This is an optimization exercise on Yosys and OpenROAD, whose aim is small area and a short achievable clock period, not a production implementation. In this exercise RTL edits were held to simulation tests only and were not proved equivalent to the original. Power is estimated from default activity; no workload was simulated.

// ALU_Top
module ALU_Top #(parameter Data_In_Width = 16)
(
    input   wire            [Data_In_Width-1 : 0]    A ,
    input   wire            [Data_In_Width-1 : 0]    B ,
    input   wire                          [3 : 0]    ALU_FUN,
    input   wire                                     CLK,
    input   wire                                     RST,
    output  wire      [(2*Data_In_Width)-1 : 0]      Arith_OUT,
    output  wire                                     Arith_Flag,
    output  wire            [Data_In_Width-1 : 0]    Logic_OUT,
    output  wire                                     Logic_Flag,
    output  wire                          [1 : 0]    CMP_OUT,
    output  wire                                     CMP_Flag,
    output  wire            [Data_In_Width-1 : 0]    Shift_OUT,
    output  wire                                     Shift_Flag
);
clock: 85.0 ns
lec_check: 0
abc_area: 1
cap_margin: 20
core_margin: 2
core_utilization: 65
place_density: 0.8
slew_margin: 20
run.sh (not shown) runs the stock make flow with config.mk's settings and CLKGATE_MAP_FILE= SYNTH_SCRIPT=/design/flow/synth_recipe.tcl, a recipe that flattens the netlist after the stock synthesis.
==> next run, changes <==
--- a/flow/config.mk
+++ b/flow/config.mk
@@ -9,5 +9,4 @@
 export CAP_MARGIN = 20
 export CORE_MARGIN = 2
-export CORE_UTILIZATION = 65
-export PLACE_DENSITY = 0.8
+export CORE_UTILIZATION = 40
 export SLEW_MARGIN = 20
After rerunning:
- die area rises by well over a third
- critical path depth falls by 8
- wire length rises by a few percent
- worst setup slack is better by 26 ps
- synthesized area is unchanged

Another version of the RTL of ALU_Top (not shown whole).
For scale: roughly 110 I/O pins, ~19000 um^2 of cells after synthesis.
==> flow/config.mk <==
export PLATFORM = sky130hd
export DESIGN_NAME = ALU_Top
export DESIGN_NICKNAME = ALU_Top
export VERILOG_FILES = /design/flow/design.v
export SDC_FILE = /design/flow/constraint.sdc
export NUM_CORES = 4
export LEC_CHECK = 0
export ABC_AREA = 1
export CAP_MARGIN = 5
export CORE_MARGIN = 2
export CORE_UTILIZATION = 40
export CTS_BUF_LIST = sky130_fd_sc_hd__clkbuf_8
export CTS_CLUSTER_SIZE = 25
export SLEW_MARGIN = 5
==> flow/constraint.sdc <==
create_clock -name core_clock -period 85.0 [get_ports {CLK}]
set_input_delay 17.0000 -clock core_clock [delete_from_list [all_inputs] [get_ports {CLK}]]
set_output_delay 17.0000 -clock core_clock [all_outputs]
set_load 0.01 [all_outputs]
standard.sh (not shown) runs the stock make flow with config.mk's settings and CLKGATE_MAP_FILE= SYNTH_SCRIPT=/design/flow/synth_recipe.tcl, a recipe that flattens the netlist after the stock synthesis.
==> flow/flow/run.sh <==
#!/bin/bash
# The standard layout, except that the port buffers are buf_1 cells (ORFS
# otherwise picks clkdlybuf4s50_1 delay cells; every port is still buffered),
# and repair_timing aims for 47 ns of setup slack (an optimisation target
# only: the clock and constraints are unchanged).
set -euo pipefail
bash standard.sh synth > synth.log 2>&1
bash standard.sh "BUFFER_PORTS_ARGS=-buffer_cell sky130_fd_sc_hd__buf_1" SETUP_SLACK_MARGIN=47 finish > layout.log 2>&1
==> next run, changes <==
--- a/flow/flow/run.sh
+++ b/flow/flow/run.sh
@@ -4 +4 @@
-# and repair_timing aims for 47 ns of setup slack (an optimisation target
+# and repair_timing aims for 49 ns of setup slack (an optimisation target
@@ -8 +8 @@
-bash standard.sh "BUFFER_PORTS_ARGS=-buffer_cell sky130_fd_sc_hd__buf_1" SETUP_SLACK_MARGIN=47 finish > layout.log 2>&1
+bash standard.sh "BUFFER_PORTS_ARGS=-buffer_cell sky130_fd_sc_hd__buf_1" SETUP_SLACK_MARGIN=49 finish > layout.log 2>&1
--- a/flow/config.mk
+++ b/flow/config.mk
@@ -9 +9 @@
-export CAP_MARGIN = 5
+export CAP_MARGIN = 20
@@ -14 +14 @@
-export SLEW_MARGIN = 5
+export SLEW_MARGIN = 20
Effect:
- synthesized area stays the same
- via count rose by 2.9%
- sequential share of layout area falls by 0.60 points
- routed wire length rises by 3.3%
- fmax climbs by 3.4%
- cell count increases by 2.6%
==> next run, changes <==
--- a/flow/flow/run.sh
+++ b/flow/flow/run.sh
@@ -4 +4 @@
-# and repair_timing aims for 49 ns of setup slack (an optimisation target
+# and repair_timing aims for 47 ns of setup slack (an optimisation target
@@ -8 +8 @@
-bash standard.sh "BUFFER_PORTS_ARGS=-buffer_cell sky130_fd_sc_hd__buf_1" SETUP_SLACK_MARGIN=49 finish > layout.log 2>&1
+bash standard.sh "BUFFER_PORTS_ARGS=-buffer_cell sky130_fd_sc_hd__buf_1" SETUP_SLACK_MARGIN=47 finish > layout.log 2>&1
--- a/flow/config.mk
+++ b/flow/config.mk
@@ -13,0 +14 @@
+export GPL_TIMING_DRIVEN = 1
- cell count is lower by 2.5%
- power is lower by 3.4%
- wire length is lower by 2.8%
- hold slack barely changes
==> next run, changes <==
--- a/flow/config.mk
+++ b/flow/config.mk
@@ -14 +13,0 @@
-export GPL_TIMING_DRIVEN = 1
Outcome:
- wire length does not change
- clock-buffer cell count stays the same
- worst setup slack is unchanged
- die area stays the same
- worst hold slack does not change
- cell area does not change
- global-route usage stays the same
- power stays the same
- via count stays the same
- final cell count is unchanged

Setup of build 49:
ALU_Top, a different RTL version from the one above (not shown whole).
Size in the first run: ~2,700 cells after synthesis, about 110 I/O pins, about 18,000 µm² of cells after synthesis.
==> flow/config.mk <==
export PLATFORM = sky130hd
export DESIGN_NAME = ALU_Top
export DESIGN_NICKNAME = ALU_Top
export VERILOG_FILES = /design/flow/design.v
export SDC_FILE = /design/flow/constraint.sdc
export NUM_CORES = 4
export LEC_CHECK = 0
export ABC_AREA = 1
export CAP_MARGIN = 20
export CORE_MARGIN = 2
export CORE_UTILIZATION = 40
export CTS_BUF_LIST = sky130_fd_sc_hd__clkbuf_8
export CTS_CLUSTER_SIZE = 25
export SLEW_MARGIN = 20
==> flow/constraint.sdc <==
create_clock -name core_clock -period 85.0 [get_ports {CLK}]
set_input_delay 17.0000 -clock core_clock [delete_from_list [all_inputs] [get_ports {CLK}]]
set_output_delay 17.0000 -clock core_clock [all_outputs]
set_load 0.01 [all_outputs]
==> flow/flow/run.sh <==
#!/bin/bash
# The standard layout, except that the port buffers are buf_1 cells (ORFS
# otherwise picks clkdlybuf4s50_1 delay cells; every port is still buffered),
# and repair_timing aims for 50 ns of setup slack (an optimisation target
# only: the clock and constraints are unchanged).
set -euo pipefail
bash standard.sh synth > synth.log 2>&1
bash standard.sh "BUFFER_PORTS_ARGS=-buffer_cell sky130_fd_sc_hd__buf_1" SETUP_SLACK_MARGIN=50 finish > layout.log 2>&1
Per the final summary, build 49 finished and its layout is clean on timing, DRC and antenna.
Modified inputs, build 25 compared to build 49
- clearing CTS_BUF_LIST, which used to be sky130_fd_sc_hd__clkbuf_8
- clearing CTS_CLUSTER_SIZE, which used to be 25
==> flow/flow/run.sh <==
#!/bin/bash
# The standard layout, except that the port buffers are buf_1 cells (ORFS
# otherwise picks clkdlybuf4s50_1 delay cells); every port is still buffered.
set -euo pipefail
bash standard.sh synth > synth.log 2>&1
bash standard.sh "BUFFER_PORTS_ARGS=-buffer_cell sky130_fd_sc_hd__buf_1" finish > layout.log 2>&1
--- outcome ---
Changes observed in build 25 relative to build 49: number of clock-tree buffers in the layout now sits at about the same level; cell area after layout -16%; share of post-route cells with drive strength above 1 shrank by 16 points. The higher part of the total power dissipated in combinational logic came out of build 49. Build 25: cell count 197 below build 49. Between build 49 and build 25, the flow reports number of global-route vias before repair decreasing by a few percent. Power drawn by the clock network (lower): build 49. Lower layout overhead on the synthesized area among build 49 and build 25: build 25. Via count went down by a little under 10% going from build 49 to build 25. Critical path depth in build 25 is 23 above build 49.
> inputs changed (build 25 -> build 62)
- an added CTS_BUF_LIST of sky130_fd_sc_hd__clkbuf_8
- an added CTS_CLUSTER_SIZE of 25
Setup slack delta (build 25 -> build 62): insignificant. Per the comparison of build 62 with build 25, fmax barely changed; routed wire length barely changed; total met2 wirelength after detailed routing dropped about 0.45%.
### build 62 -> build 87
- clearing CTS_BUF_LIST, which used to be sky130_fd_sc_hd__clkbuf_8
- clearing CTS_CLUSTER_SIZE, which used to be 25
==> flow/flow/run.sh <==
#!/bin/bash
# The standard layout, repair_timing aiming for 46 ns of setup slack, with power recovery after global routing: gates on
# paths with positive slack are downsized (an optimisation step only: the
# clock and constraints are unchanged).
set -euo pipefail
bash standard.sh synth > synth.log 2>&1
bash standard.sh SETUP_SLACK_MARGIN=46 RECOVER_POWER=100 finish > layout.log 2>&1
Notes after the runs:
Build 87: complete, dirty (max-capacitance violations, max-slew violations). Routed via count divided by cell count: build 62 and build 87 compared, lower one is build 87. Lower fraction of the cycle the final worst path needs was reported by build 62, not build 87. Relative to build 62, build 87 degrades sum of net half-perimeters after detailed placement. Measured slew at the worst slew-check pin delta for build 87 relative to build 62: 2.56 ns higher. Re final standard cell area without fillers: build 62 and build 87 aren't equal, and the higher value belongs to build 87. The post-place instance area of build 87 exceeds that of build 62 by 680 µm². Summary of build 87 over build 62: area fraction of clock buffers and clock inverters now sits higher; wire length of the first global-routing pass now sits higher; overall fraction of global-route tracks in use now sits higher; worst slew margin relative to its limit now sits lower.

## lane 5
Another version of the RTL of ALU_Top (not shown whole).
Size in the first run: roughly 2300 cells after synthesis, ~70 flip-flops, roughly 19000 um2 of cells after synthesis.
make LEC_CHECK=0 CAP_MARGIN=20 CORE_MARGIN=2 CORE_UTILIZATION=40 SLEW_MARGIN=20 finish   # period 85.0 ns
run.sh (not shown) runs the stock make flow with config.mk's settings and CLKGATE_MAP_FILE= SYNTH_SCRIPT=/design/flow/synth_recipe.tcl, a recipe that flattens the netlist after the stock synthesis.
Stock flow here: none of the scripts above is used.
Here is what was changed in the inputs of lane 3 compared with lane 5.
- ABC_AREA now 1, previously not set
## What came out
| maximum fanout count along the critical path | higher: lane 5 |. Lane 3 improves on lane 5 in worst hold slack. Relative to lane 5, inserted tap cell count decreased by 2.5% in lane 3. Lane 3 against lane 5; area used by multi-input combinational logic is down by a little under 10%. Per the comparison of lane 3 with lane 5, met3 track utilization from global routing lower, internal power contribution dropped about 10%, largest stage delay on the critical path saw an increase, synthesized-area fraction occupied by adder cells rose 1.4 points, area added between synthesis and finish fell by 0.50 points. From lane 5 to lane 3 the numbers moved as follows: clock-pin slew on the worst setup and hold paths did not really move; number of inserted filler cells in the final layout did not really move.

Setup of v6:
RTL: one of the versions met above, not the one the previous note started from.
Size: about 2,700 cells after synthesis, ~70 flip-flops, about 110 I/O pins, ~18,000 um2 of cells after synthesis.
==> flow/design.v (excerpt) <==
module ALU_Top #(parameter Data_In_Width = 16)
(
    input   wire            [Data_In_Width-1 : 0]    A ,
    input   wire            [Data_In_Width-1 : 0]    B ,
    input   wire                          [3 : 0]    ALU_FUN,
    input   wire                                     CLK,
    input   wire                                     RST,
    output  wire      [(2*Data_In_Width)-1 : 0]      Arith_OUT,
    output  wire                                     Arith_Flag,
    output  wire            [Data_In_Width-1 : 0]    Logic_OUT,
    output  wire                                     Logic_Flag,
    output  wire                          [1 : 0]    CMP_OUT,
    output  wire                                     CMP_Flag,
    output  wire            [Data_In_Width-1 : 0]    Shift_OUT,
    output  wire                                     Shift_Flag
);
wire    Arith_Enable;
wire    Logic_Enable;
wire    CMP_Enable;
wire    Shift_Enable;
Decoder_2_to_4_Unit ins_Decoder_2_to_4_Unit (
    .alu_fun (ALU_FUN),
    .arith_En (Arith_Enable),
    .logic_En (Logic_Enable),
    .cmp_En (CMP_Enable),
    .shift_En (Shift_Enable)
);
Arithmetic_Unit ins_Arithmetic_Unit (
    .A_in (A),
    .B_in (B),
    .alu_fun (ALU_FUN),
    .CLK_in (CLK),
    .RST_in (RST),
    .arith_En (Arith_Enable),
    .arith_out (Arith_OUT),
    .arith_flag (Arith_Flag)
);
Logic_Unit ins_Logic_unit (
    .A_in (A),
    .B_in (B),
    .alu_fun (ALU_FUN),
    .CLK_in (CLK),
  ...
make LEC_CHECK=0 ABC_AREA=1 CAP_MARGIN=20 CORE_MARGIN=2 CORE_UTILIZATION=40 SLEW_MARGIN=20 finish   # period 85.0 ns
v6 ended with every stage complete and zero timing, DRC or antenna violations.
The inputs of v7 differ from those of v6 as listed below.
==> flow/flow/run.sh (new file) <==
#!/bin/bash
# The standard layout, with repair_timing aiming for 48 ns of setup slack
# (an optimisation target only: the clock and constraints are unchanged).
set -euo pipefail
bash standard.sh synth > synth.log 2>&1
bash standard.sh SETUP_SLACK_MARGIN=48 finish > layout.log 2>&1
==> flow/standard.sh (new file) <==
#!/bin/bash
# synth_recipe.tcl (not shown) runs the flow's synth.tcl, then flattens the netlist and writes it again
# the make line also repeats each setting of config.mk as NAME=value (left out here)
make -C /OpenROAD-flow-scripts/flow DESIGN_CONFIG=/design/flow/config.mk WORK_HOME=/design/flow/orfs CLKGATE_MAP_FILE= SYNTH_SCRIPT=/design/flow/synth_recipe.tcl "${@:-finish}"
removed: flow/run.sh
==> summary.txt <==
[compare] base=v6 new=v7: tightest hold margin has decreased; met1 track demand over resource has remained practically unchanged; fraction of power consumed by sequential logic has decreased; slew at the pin closest to its max-slew limit moved up.
v7 vs v6, worst setup path endpoint: ins_Arithmetic_Unit.arith_out[2] vs ins_Arithmetic_Unit.arith_out[14]

ALU_Top again, from the RTL that the note above started with.
clock: 85.0 ns
lec_check: 0
abc_area: 1
cap_margin: 20
core_margin: 2
core_utilization: 40
cts_buf_list: sky130_fd_sc_hd__clkbuf_8
cts_cluster_size: 25
slew_margin: 20
standard.sh (not shown) runs the stock make flow with config.mk's settings and CLKGATE_MAP_FILE= SYNTH_SCRIPT=/design/flow/synth_recipe.tcl, a recipe that flattens the netlist after the stock synthesis.
==> flow/flow/run.sh <==
#!/bin/bash
# The standard layout, except that the port buffers are buf_1 cells (ORFS
# otherwise picks clkdlybuf4s50_1 delay cells; every port is still buffered),
# and repair_timing aims for 47 ns of setup slack (an optimisation target
# only: the clock and constraints are unchanged).
set -euo pipefail
bash standard.sh synth > synth.log 2>&1
bash standard.sh "BUFFER_PORTS_ARGS=-buffer_cell sky130_fd_sc_hd__buf_1" SETUP_SLACK_MARGIN=47 finish > layout.log 2>&1
The first run passed the timing, DRC and antenna checks.
Then changed:
--- a/flow/config.mk
+++ b/flow/config.mk
@@ -12,2 +11,0 @@
-export CTS_BUF_LIST = sky130_fd_sc_hd__clkbuf_8
-export CTS_CLUSTER_SIZE = 25
=> The changed run completed with no timing, DRC or antenna violations; core utilization climbs by 0.25 points; flip-flop and latch count stays the same; final area rises by 0.54%.

separate check: timing with driven ports:
The flow's constraints put no driver on any port. The routed layouts listed below were extracted and timed again, unchanged, in two steps.
Step 1 assumes that a clkbuf_16 drives the clock port and a buf_2 every other input.
Step 2 times the ports against the registers' clock, not the clock port: input delays grow and output delays shrink by t, the midpoint of the rising clock arrivals with the driver on.
a / b / c = ideal / step 1 / step 2; a / b = the first two.
run	t, ns	setup slack, ns	latest minus earliest clock arrival (ns)	cell pins on the clock port's net
the first run of note 1	0.382	46.562 / 46.582 / 46.200	0.016 / 0.016	1
the second run of note 1	0.405	46.587 / 46.606 / 46.201	0.008 / 0.009	1
the first run of note 2	0.434	49.468 / 49.473 / 49.039	0.015 / 0.015	1
the second run of note 2	0.437	50.634 / 50.662 / 50.225	0.016 / 0.016	1
the third run of note 2	0.434	49.333 / 49.356 / 48.921	0.014 / 0.013	1
the fourth run of note 2	0.434	49.333 / 49.356 / 48.921	0.014 / 0.013	1
build 49	0.389	49.620 / 49.607 / 49.218	0.013 / 0.013	1
build 25	0.373	46.462 / 46.478 / 46.105	0.008 / 0.008	1
build 62	0.398	46.460 / 46.473 / 46.075	0.010 / 0.010	1
build 87	0.389	41.949 / 41.955 / 41.566	0.008 / 0.009	1
lane 5	0.415	31.031 / 31.055 / 30.640	0.018 / 0.018	1
lane 3	0.410	32.899 / 32.920 / 32.510	0.016 / 0.016	1
v6	0.387	46.719 / 46.743 / 46.356	0.007 / 0.007	1
v7	0.389	49.286 / 49.309 / 48.920	0.009 / 0.008	1
the first run of note 6	0.397	48.952 / 48.967 / 48.570	0.010 / 0.010	1
the second run of note 6	0.378	48.985 / 48.997 / 48.619	0.008 / 0.009	1
The setup slack of the first run of note 2, which loses most, moves by +0.005 ns with the drivers and by -0.429 ns with both steps.
